Source: an optimization exercise on an open RTL-to-GDS flow (aim: small area and a short achievable clock period). Production flows keep margins and buffers that such runs may drop.
RTL that was checked went through simulation tests only; none was proved equivalent to the original.
Power and IR drop assume default switching activity.

## SIMD
module SIMD(
input [11:0] instruction,
input clk,
input rst,
output [31:0] outputvalue
);
For scale: roughly 450 flip-flops, roughly 27000 sq um of cells after synthesis.
Settings: LEC_CHECK=0, CAP_MARGIN=20, CORE_MARGIN=2, CORE_UTILIZATION=60, CTS_CLUSTER_DIAMETER=150, CTS_CLUSTER_SIZE=20, SLEW_MARGIN=20; clock period 10.0 ns.
standard.sh (not shown) runs the stock make flow with config.mk's settings and CLKGATE_MAP_FILE= SYNTH_SCRIPT=/design/flow/synth_recipe.tcl, a recipe that flattens the netlist after the stock synthesis.
==> flow/flow/run.sh <==
#!/bin/bash
set -euo pipefail
bash standard.sh SETUP_SLACK_MARGIN=5.5 finish > make_finish.log 2>&1
Then changed:
==> flow/flow/run.sh (replaced) <==
#!/bin/bash
set -euo pipefail
bash standard.sh SETUP_SLACK_MARGIN=5.25 finish > make_finish.log 2>&1
Settings changed: CORE_UTILIZATION 60 to 70.
After rerunning: Power increases slightly. Critical path depth decreases by 2. Design area decreases slightly. Synthesized cell count is unchanged. Wire length decreases by a few percent. Worst hold slack is worse by 5.2 ps. Non-clock buffer count decreases by 10. Die area decreases by about a fifth. Synthesized area is unchanged. Final cell count decreases by a few percent. Sequential cell count does not change.
Then changed:
==> flow/run.sh (new file) <==
#!/bin/bash
# synth_recipe.tcl (not shown) runs the flow's synth.tcl, then flattens the netlist and writes it again
# the make line also repeats each setting of config.mk as NAME=value (left out here)
make -C /OpenROAD-flow-scripts/flow DESIGN_CONFIG=/design/flow/config.mk WORK_HOME=/design/flow/orfs CLKGATE_MAP_FILE= SYNTH_SCRIPT=/design/flow/synth_recipe.tcl finish
Settings changed: CORE_UTILIZATION 70 to 40, CTS_CLUSTER_DIAMETER 150 to default, CTS_CLUSTER_SIZE 20 to default, SETUP_SLACK_MARGIN from default to 5.
removed: flow/flow/run.sh
removed: flow/standard.sh
The changed run passed the timing, DRC and antenna checks.
Sequential power is about the same.
Die area rose by 73%.
Synthesized cell count does not change.
Then changed:
==> flow/flow/run.sh (new file) <==
#!/bin/bash
set -euo pipefail
bash standard.sh SETUP_SLACK_MARGIN=5.75 finish > make_finish.log 2>&1
==> flow/standard.sh (new file) <==
#!/bin/bash
# synth_recipe.tcl (not shown) runs the flow's synth.tcl, then flattens the netlist and writes it again
# the make line also repeats each setting of config.mk as NAME=value (left out here)
make -C /OpenROAD-flow-scripts/flow DESIGN_CONFIG=/design/flow/config.mk WORK_HOME=/design/flow/orfs CLKGATE_MAP_FILE= SYNTH_SCRIPT=/design/flow/synth_recipe.tcl "${@:-finish}"
Settings changed: CORE_UTILIZATION 40 to 70, CTS_CLUSTER_DIAMETER from default to 150, CTS_CLUSTER_SIZE from default to 20, SETUP_SLACK_MARGIN 5 to default.
removed: flow/run.sh
Setup slack improved by 100 ps; register-to-register slack improves by 100 ps; sequential power hardly moves; global-route usage is higher by 19 points; cell count went down by roughly a tenth; sequential share of layout area is higher by 1.0 points; wire length came out lower slightly.


## lane 1
Another version of the RTL of SIMD (not shown whole).
Size: roughly 2,200 cells after synthesis, ~430 flip-flops, roughly 46 I/O pins, ~0.027 sq mm of cells after synthesis.
clock: 10.0 ns
lec_check: 0
cap_margin: 20
core_margin: 2
core_utilization: 40
cts_cluster_size: 30
setup_slack_margin: 5
slew_margin: 20
run.sh (not shown) runs the stock make flow with config.mk's settings and CLKGATE_MAP_FILE= SYNTH_SCRIPT=/design/flow/synth_recipe.tcl, a recipe that flattens the netlist after the stock synthesis.
Stock flow here: none of the scripts above is used.
#### Input delta (lane 2 over lane 1)
# lane 1
export LEC_CHECK = 0
export CAP_MARGIN = 20
export CORE_MARGIN = 2
export CORE_UTILIZATION = 40
export CTS_CLUSTER_SIZE = 30
export SETUP_SLACK_MARGIN = 5
export SLEW_MARGIN = 20
create_clock -name core_clock -period 10.0 [get_ports {clk}]
# lane 2
export LEC_CHECK = 0
export CAP_MARGIN = 20
export CORE_MARGIN = 2
export CORE_UTILIZATION = 60
export CTS_CLUSTER_DIAMETER = 150
export CTS_CLUSTER_SIZE = 20
export SETUP_SLACK_MARGIN = 5
export SLEW_MARGIN = 20
create_clock -name core_clock -period 10.0 [get_ports {clk}]
==> comparison <==
Going from lane 1 to lane 2, first-pass GRT wire length down 6.1 mm; final clock period utilization by the worst path saw an increase; minimum setup slack in the final design shrank by 0.089 ns; total stage count of the critical path +1; initial core utilization increased by 21 points relative to the old numbers.
Compared with lane 1, lane 2 shows a peak ir drop on the vdd network that is 49% higher.
Final routed wirelength across all metal layers (higher): lane 1
Lane 2 finished end to end and its layout was clean on timing, DRC and antenna.
The following lists how lane 3 was set up differently from lane 2:
# lane 2
export LEC_CHECK = 0
export CAP_MARGIN = 20
export CORE_MARGIN = 2
export CORE_UTILIZATION = 60
export CTS_CLUSTER_DIAMETER = 150
export CTS_CLUSTER_SIZE = 20
export SETUP_SLACK_MARGIN = 5
export SLEW_MARGIN = 20
create_clock -name core_clock -period 10.0 [get_ports {clk}]
# lane 3
export LEC_CHECK = 0
export CAP_MARGIN = 20
export CORE_MARGIN = 2
export CORE_UTILIZATION = 60
export SETUP_SLACK_MARGIN = 5
export SLEW_MARGIN = 20
create_clock -name core_clock -period 10.0 [get_ports {clk}]
Findings:
Lane 3 closes out successfully: all stages finished, all timing, DRC and antenna checks passed. Looking at the reports, lane 2 completed the entire flow and the layout it produced met the timing, DRC and antenna checks. Critical path depth: lane 3 vs lane 2 down 1. Lane 3 vs lane 2: number of global-route vias before repair up. The run with more setup slack is lane 3; lane 2 has less. There was hardly any difference in multi-input combinational gate total between lane 2 and lane 3.
Relative to lane 3, the following input files were edited for lane 4:
# lane 3
export LEC_CHECK = 0
export CAP_MARGIN = 20
export CORE_MARGIN = 2
export CORE_UTILIZATION = 60
export SETUP_SLACK_MARGIN = 5
export SLEW_MARGIN = 20
create_clock -name core_clock -period 10.0 [get_ports {clk}]
# lane 4
export LEC_CHECK = 0
export CAP_MARGIN = 20
export CORE_MARGIN = 2
export CORE_UTILIZATION = 40
export CTS_BUF_LIST = sky130_fd_sc_hd__clkbuf_4 sky130_fd_sc_hd__clkbuf_8
export SETUP_SLACK_MARGIN = 5
export SLEW_MARGIN = 20
create_clock -name core_clock -period 10.0 [get_ports {clk}]
## What came out
The flow did not stop early for lane 4: all stages ran, and the layout cleared the timing, DRC and antenna checks.
Relative to lane 3, total power has increased by 0.000092 W in lane 4.
The lower global-route wire length before repair of lane 4 and lane 3 is in lane 3.
Summary of lane 4 over lane 3: sequential power closely matched the old numbers, fmax level.
Lane 4: proportion of layout cells with a drive suffix above 1 higher than lane 3
Diff lane 3 -> lane 4 | number of non-clock buffers | down slightly
Side by side, post-placement cell count turned out higher in lane 4 than in lane 3.
Looking at post-DP HPWL, lane 4 sits 1.6 mm above lane 3.
Lane 4 — sum of buffers and inverters on the critical path 1 lower, lane 3 as reference
Inputs modified between lane 4 and lane 5:
# lane 4
export LEC_CHECK = 0
export CAP_MARGIN = 20
export CORE_MARGIN = 2
export CORE_UTILIZATION = 40
export CTS_BUF_LIST = sky130_fd_sc_hd__clkbuf_4 sky130_fd_sc_hd__clkbuf_8
export SETUP_SLACK_MARGIN = 5
export SLEW_MARGIN = 20
create_clock -name core_clock -period 10.0 [get_ports {clk}]
# lane 5
export LEC_CHECK = 0
export CAP_MARGIN = 20
export CORE_MARGIN = 2
export CORE_UTILIZATION = 60
export CTS_CLUSTER_DIAMETER = 150
export CTS_CLUSTER_SIZE = 26
export SETUP_SLACK_MARGIN = 5
export SLEW_MARGIN = 20
create_clock -name core_clock -period 10.0 [get_ports {clk}]
Results
Diff lane 4 -> lane 5 | final worst-path setup slack | decrease of 0.077 ns
Going from lane 4 to lane 5, pin count of the biggest net entering global routing went down by 34; met1 track demand over resource in global routing went up by 15 points; total design power went down by about 17%; sequential element share of the synthesized area was more or less identical; multi-input combinational area share went up by 2.4 points.
Run comparison: lane 5 first element of the critical path ra[8]$_DFF_P_; lane 4 first element of the critical path ra[1]$_DFF_P_
Taking lane 5 as 1.0, lane 4 lands at 1.8 on final-layout fill cell count.
[compare] base=lane 4 new=lane 5: core utilization of the finished layout climbed 20 points; standby leakage power lower.


## build 82
Another version of the RTL of SIMD (not shown whole).
Size: roughly 2,500 cells after synthesis, roughly 450 flip-flops, ~46 I/O pins, roughly 0.026 mm2 of cells after synthesis.
// SIMD
module SIMD(
input [11:0] instruction,
input clk,
input rst,
output [31:0] outputvalue
);
export LEC_CHECK = 0
export CAP_MARGIN = 20
export CORE_MARGIN = 2
export CORE_UTILIZATION = 60
export CTS_CLUSTER_DIAMETER = 150
export CTS_CLUSTER_SIZE = 20
export SLEW_MARGIN = 20
create_clock -name core_clock -period 10.0 [get_ports {clk}]
standard.sh (not shown) runs the stock make flow with config.mk's settings and CLKGATE_MAP_FILE= SYNTH_SCRIPT=/design/flow/synth_recipe.tcl, a recipe that flattens the netlist after the stock synthesis.
==> flow/flow/run.sh <==
#!/bin/bash
set -euo pipefail
bash standard.sh SETUP_SLACK_MARGIN=5.4 finish > make_finish.log 2>&1
For build 43, these inputs were changed with respect to build 82:
- TNS_END_PERCENT: unset -> 30
==> flow/flow/run.sh <==
#!/bin/bash
set -euo pipefail
bash standard.sh SETUP_SLACK_MARGIN=5.5 finish > make_finish.log 2>&1
Results
- Side by side, total routed wirelength turned out higher in build 43 than in build 82.
- Side by side, setup slack after layout turned out higher in build 43 than in build 82.
- met1 usage in global routing ended up 0.23 points lower on build 43 than on build 82.
diff inputs: build 43 => build 45
- setting PLACE_DENSITY to 0.75 for the first time
- removing TNS_END_PERCENT (formerly 30)
Findings:
In the metrics for build 45 and build 43, the one carrying the higher met3 layer usage reported by global route is build 43. Diff build 43..build 45 | total cell area at the placement stage | negligible. Build 45 has share of power burned in combinational logic above what build 43 had. Re arrival time of the worst setup path: build 45 and build 43 aren't equal, and the lower value belongs to build 43. Build 45 vs. build 43: time the final worst path needs with I/O delays and setup increased 0.095 ns, average via count per standard cell increased about 0.53%, final instance area increased about 0.75%. Compared with build 43, in build 45 combined area of the multi-input logic cells increased 1.0%; power after layout level.
What build 85 does differently from build 45 at the input level:
- swapping 60 for 65 in CORE_UTILIZATION
- clearing PLACE_DENSITY, which used to be 0.75
### Flow results
Against build 45, build 85 comes in 0.2 points lower on combinational power share. Between build 85 and build 45, the amount of wire on met2 after detailed routing figures differ only marginally. When build 85 is measured against build 45, its sequential share of layout area turns out 0.51 points higher. Build 85 leaves more setup margin than build 45. Overall power: build 85 vs build 45, no meaningful difference. Between build 85 and build 45, the difference in final wirelength is negligible. Global placement routability congestion (build 85 over build 45): decrease, about 3.2%. Build 85 vs. build 45: fraction of the cycle the final worst path needs now smaller; number of stages on the worst setup path moved up. Worst relative slew slack on build 85 is up relative to build 45. Build 85: no failed stages, no open violations at the end.
Here is what was changed in the inputs of build 54 compared with build 85.
- a change of CORE_UTILIZATION from 65 to 60
- a change of CTS_CLUSTER_SIZE from 20 to 16
The final layout from build 54, which completed every stage, passed the timing, DRC and antenna checks at the end of the flow. Build 85 vs build 54, capturing element of the worst setup path: rf[110] vs rf[159]. The share of the core filled with cells in build 54 sits 5.8 points below the value recorded for build 85. As far as simple-gate share of the synthesized area goes, build 54 and build 85 are indistinguishable; the numbers are identical. Changes observed in build 54 relative to build 85: sequential power now sits at about the same level; met1 routed wirelength after detailed routing now sits higher. Wire length on met2 was higher in the run labelled build 54. | maximum count of clock buffers along a single path | build 85 vs build 54 | ≈ equal |. From build 85 to build 54, pin count of the biggest net entering global routing did not move at all. On share of the final layout cell area in sequential cells, build 54 tracks build 85 almost exactly. Comparing build 85 and build 54, the higher part of the power in registers was measured on build 85. When build 54 is measured against build 85, its total number of tap cells turns out 60 higher.


SIMD with an RTL version that a note above also has.
For scale: ~2,500 cells after synthesis, ~46 I/O pins.
Settings: LEC_CHECK=0, CAP_MARGIN=20, CORE_MARGIN=2, CORE_UTILIZATION=70, CTS_CLUSTER_DIAMETER=150, CTS_CLUSTER_SIZE=20, SLEW_MARGIN=20; clock period 10.0 ns.
==> flow/flow/run.sh <==
#!/bin/bash
set -euo pipefail
bash standard.sh SETUP_SLACK_MARGIN=5.5 finish > make_finish.log 2>&1
The baseline completed with no timing, DRC or antenna violations.
Rerun with:
==> flow/run.sh (new file) <==
#!/bin/bash
# synth_recipe.tcl (not shown) runs the flow's synth.tcl, then flattens the netlist and writes it again
# the make line also repeats each setting of config.mk as NAME=value (left out here)
make -C /OpenROAD-flow-scripts/flow DESIGN_CONFIG=/design/flow/config.mk WORK_HOME=/design/flow/orfs CLKGATE_MAP_FILE= SYNTH_SCRIPT=/design/flow/synth_recipe.tcl finish
--- a/flow/config.mk
+++ b/flow/config.mk
@@ -10 +10 @@
-export CORE_UTILIZATION = 70
+export CORE_UTILIZATION = 60
@@ -12,0 +13 @@
+export SETUP_SLACK_MARGIN = 5
removed: flow/flow/run.sh
removed: flow/standard.sh
What happened:
- The new run finished with timing, DRC and antenna clean
- setup slack loses 270 ps
- hold slack barely changes
- flip-flop and latch count is unchanged
- combinational power is lower by about 4%
- cell count is higher by 2.7%
- register-to-register slack loses 270 ps
- design area is lower by 0.34%
- clock power is about the same


## v25
Another version of the RTL of SIMD (not shown whole).
For scale: ~2300 cells after synthesis, ~400 flip-flops, ~28000 um^2 of cells after synthesis.
Settings: LEC_CHECK=0, ABC_CLOCK_PERIOD_IN_PS=5000, CAP_MARGIN=20, CORE_MARGIN=2, CORE_UTILIZATION=40, SLEW_MARGIN=20; clock period 10.0 ns.
run.sh (not shown) runs the stock make flow with config.mk's settings and CLKGATE_MAP_FILE= SYNTH_SCRIPT=/design/flow/synth_recipe.tcl, a recipe that flattens the netlist after the stock synthesis.
Stock flow here: none of the scripts above is used.
v25 completed end to end with timing, DRC and antenna clean.
Input-level comparison between v39 and v25:
diff --git a/flow/config.mk b/flow/config.mk
--- a/flow/config.mk
+++ b/flow/config.mk
@@ -8 +7,0 @@
-export ABC_CLOCK_PERIOD_IN_PS = 5000
@@ -11,0 +11 @@
+export SETUP_SLACK_MARGIN = 3
--- outcome ---
- Comparing v25 and v39, the higher data required time at the worst endpoint was measured on v39.
- Looking at utilization across v25 and v39, the one that comes out higher is v39.
- Average via count per standard cell across v25 and v39: no real change.
- Summary — area added between synthesis and finish, v39 relative to v25: higher, by 0.42 points.
- Comparing v25 and v39, minimum setup slack in the final design is higher on v39.
No functional check of the RTL was part of any run of this note.


run A:
RTL: one of the versions met above, not the one the previous note started from.
Size in the first run: ~430 flip-flops, about 27000 µm² of cells after synthesis.
// SIMD
module SIMD(
input [11:0] instruction,
input clk,
input rst,
output [31:0] outputvalue
);
Settings: LEC_CHECK=0, CAP_MARGIN=20, CORE_MARGIN=2, CORE_UTILIZATION=40, SLEW_MARGIN=20; clock period 10.0 ns.
standard.sh (not shown) runs the stock make flow with config.mk's settings and CLKGATE_MAP_FILE= SYNTH_SCRIPT=/design/flow/synth_recipe.tcl, a recipe that flattens the netlist after the stock synthesis.
==> flow/flow/run.sh <==
#!/bin/bash
set -euo pipefail
bash standard.sh SETUP_SLACK_MARGIN=7 finish > make_finish.log 2>&1
Run A: full flow OK, the timing, DRC and antenna checks passed
Setup changes, run A to run B
- an added SETUP_SLACK_MARGIN of 4
==> flow/run.sh (new file) <==
#!/bin/bash
# synth_recipe.tcl (not shown) runs the flow's synth.tcl, then flattens the netlist and writes it again
# the make line also repeats each setting of config.mk as NAME=value (left out here)
make -C /OpenROAD-flow-scripts/flow DESIGN_CONFIG=/design/flow/config.mk WORK_HOME=/design/flow/orfs CLKGATE_MAP_FILE= SYNTH_SCRIPT=/design/flow/synth_recipe.tcl finish
removed: flow/flow/run.sh
removed: flow/standard.sh
--- outcome ---
Run B did not stop at any stage, and its layout met the timing, DRC and antenna checks. The number of post-CTS setup repair buffers of run B is lower than that of run A. Summary of run B over run A: post-route standard cell area excluding fillers shrank by 12%, post-route worst setup slack decreased by 1.17 ns relative to the old numbers.
### run B -> run C
- a change of SETUP_SLACK_MARGIN from 4 to 5
- an added TNS_END_PERCENT of 5
Results
According to the power report, total power for run C is lower than for run B. Compared with run B, in run C relative contribution of sequential cells to total power increased 1.0 points, setup slack of the critical path after layout climbed 0.76 ns, instance area at placement roughly the same, floorplan core area held. Clock power (higher): run B.
The inputs of run D differ from those of run C as listed below.
- a change of CORE_UTILIZATION from 40 to 60
- an added CTS_BUF_LIST of sky130_fd_sc_hd__clkbuf_8 sky130_fd_sc_hd__clkbuf_16
- an added CTS_CLUSTER_SIZE of 40
- a deleted TNS_END_PERCENT that had been 5
Findings:
Run D | stages: all done | timing, DRC, antenna: all pass
A critical path launch point of e_one[5] is what run C shows, while ra[13] belongs to run D.
[run D vs run C] sequential share of layout area: higher in run D
Between run C and run D, the flow reports cell count decreasing by a little under 10%.
Run D vs. run C: placement-stage worst setup slack lower, area growth from synthesis to layout lower.
Changes observed in run D relative to run C: fmax climbed 5.2 MHz; cell area lost 0.85%; clock power -about 8%; sequential cell area did not really move.
Compared with run C, in run D height of the die fell 48 µm; total of max-cap violations ~0 delta.
Input-level comparison between run E and run D:
- CTS_BUF_LIST removed (was sky130_fd_sc_hd__clkbuf_8 sky130_fd_sc_hd__clkbuf_16)
- CTS_CLUSTER_SIZE removed (was 40)
- CORE_UTILIZATION changed from 60 to 40
--- outcome ---
Run E ended with less effective utilization at floorplan than run D. For worst endpoint required time, run E and run D come out practically identical. NOTE: worst hold slack in run E falls short of that of run D. In the final design statistics, run E uses more standard cells in total than run D. Run E vs run D: peak ir drop on the vdd network down by more than a quarter. The lower internal cell power came out of run D. Worst setup path endpoint = rf[158]: run E; worst setup path endpoint = rf[63]: run D. Run E vs. run D: buffering overhead grew by 0.49 points, register-to-register slack held steady. Global routing usage summed across all routing layers down 10 points in run E wrt run D. Lower number of global-route vias before repair goes to run D over run E. Going from run D to run E, wire length the detailed router placed on met1 grows by about 8%.

[static timing again, ports no longer ideal]
No port has a modelled driver above. Below, the same layouts with a new extraction and two added sets of constraints.
Step 1 (the two cells are an assumption about what drives the block):
set clk [get_ports {clk}]
set_driving_cell -lib_cell sky130_fd_sc_hd__clkbuf_16 $clk
set_driving_cell -lib_cell sky130_fd_sc_hd__buf_2 [delete_from_list [all_inputs] $clk]
Step 2 also shifts input and output timing later by t, the mid clock arrival at the registers, as if the neighbouring blocks saw the same clock.
Slacks: ideal ports / drivers / drivers and shift; pairs: ideal ports / drivers.
run	t, ns	setup slack, ns	worst setup path at the end	cell pins on the clock port's net
the first run of note 1	0.659	5.214 / 5.214 / 4.856	input to register	1
the second run of note 1	0.651	5.039 / 5.039 / 4.885	input to register	1
the third run of note 1	0.670	5.019 / 5.019 / 4.596	input to register	1
the fourth run of note 1	0.649	5.122 / 5.122 / 5.122	register to register	1
lane 1	0.652	5.120 / 5.120 / 4.542	input to register	1
lane 2	0.649	5.031 / 5.031 / 5.031	register to register	1
lane 3	0.655	5.113 / 5.113 / 5.113	register to register	1
lane 4	0.740	5.123 / 5.123 / 4.554	input to register	1
lane 5	0.623	5.046 / 5.046 / 5.046	register to register	1
build 82	0.671	5.433 / 5.433 / 5.433	register to register	1
build 43	0.661	5.470 / 5.470 / 5.367	input to register	1
build 45	0.659	5.375 / 5.375 / 5.375	register to register	1
build 85	0.654	5.398 / 5.398 / 5.398	register to register	1
build 54	0.685	5.428 / 5.428 / 5.428	register to register	1
the first run of note 4	0.650	5.174 / 5.174 / 4.641	input to register	1
the second run of note 4	0.656	4.906 / 4.906 / 4.776	input to register	1
v25	0.615	2.422 / 2.422 / 2.422	register to register	1
v39	0.614	3.237 / 3.237 / 3.237	register to register	1
run A	0.680	5.400 / 5.400 / 5.400	register to register	1
run B	0.669	4.230 / 4.230 / 4.230	register to register	1
run C	0.668	4.992 / 4.992 / 4.931	input to register	1
run D	0.655	5.118 / 5.118 / 5.118	register to register	1
run E	0.652	5.120 / 5.120 / 4.542	input to register	1
After both steps setup and hold are still met in every run listed.
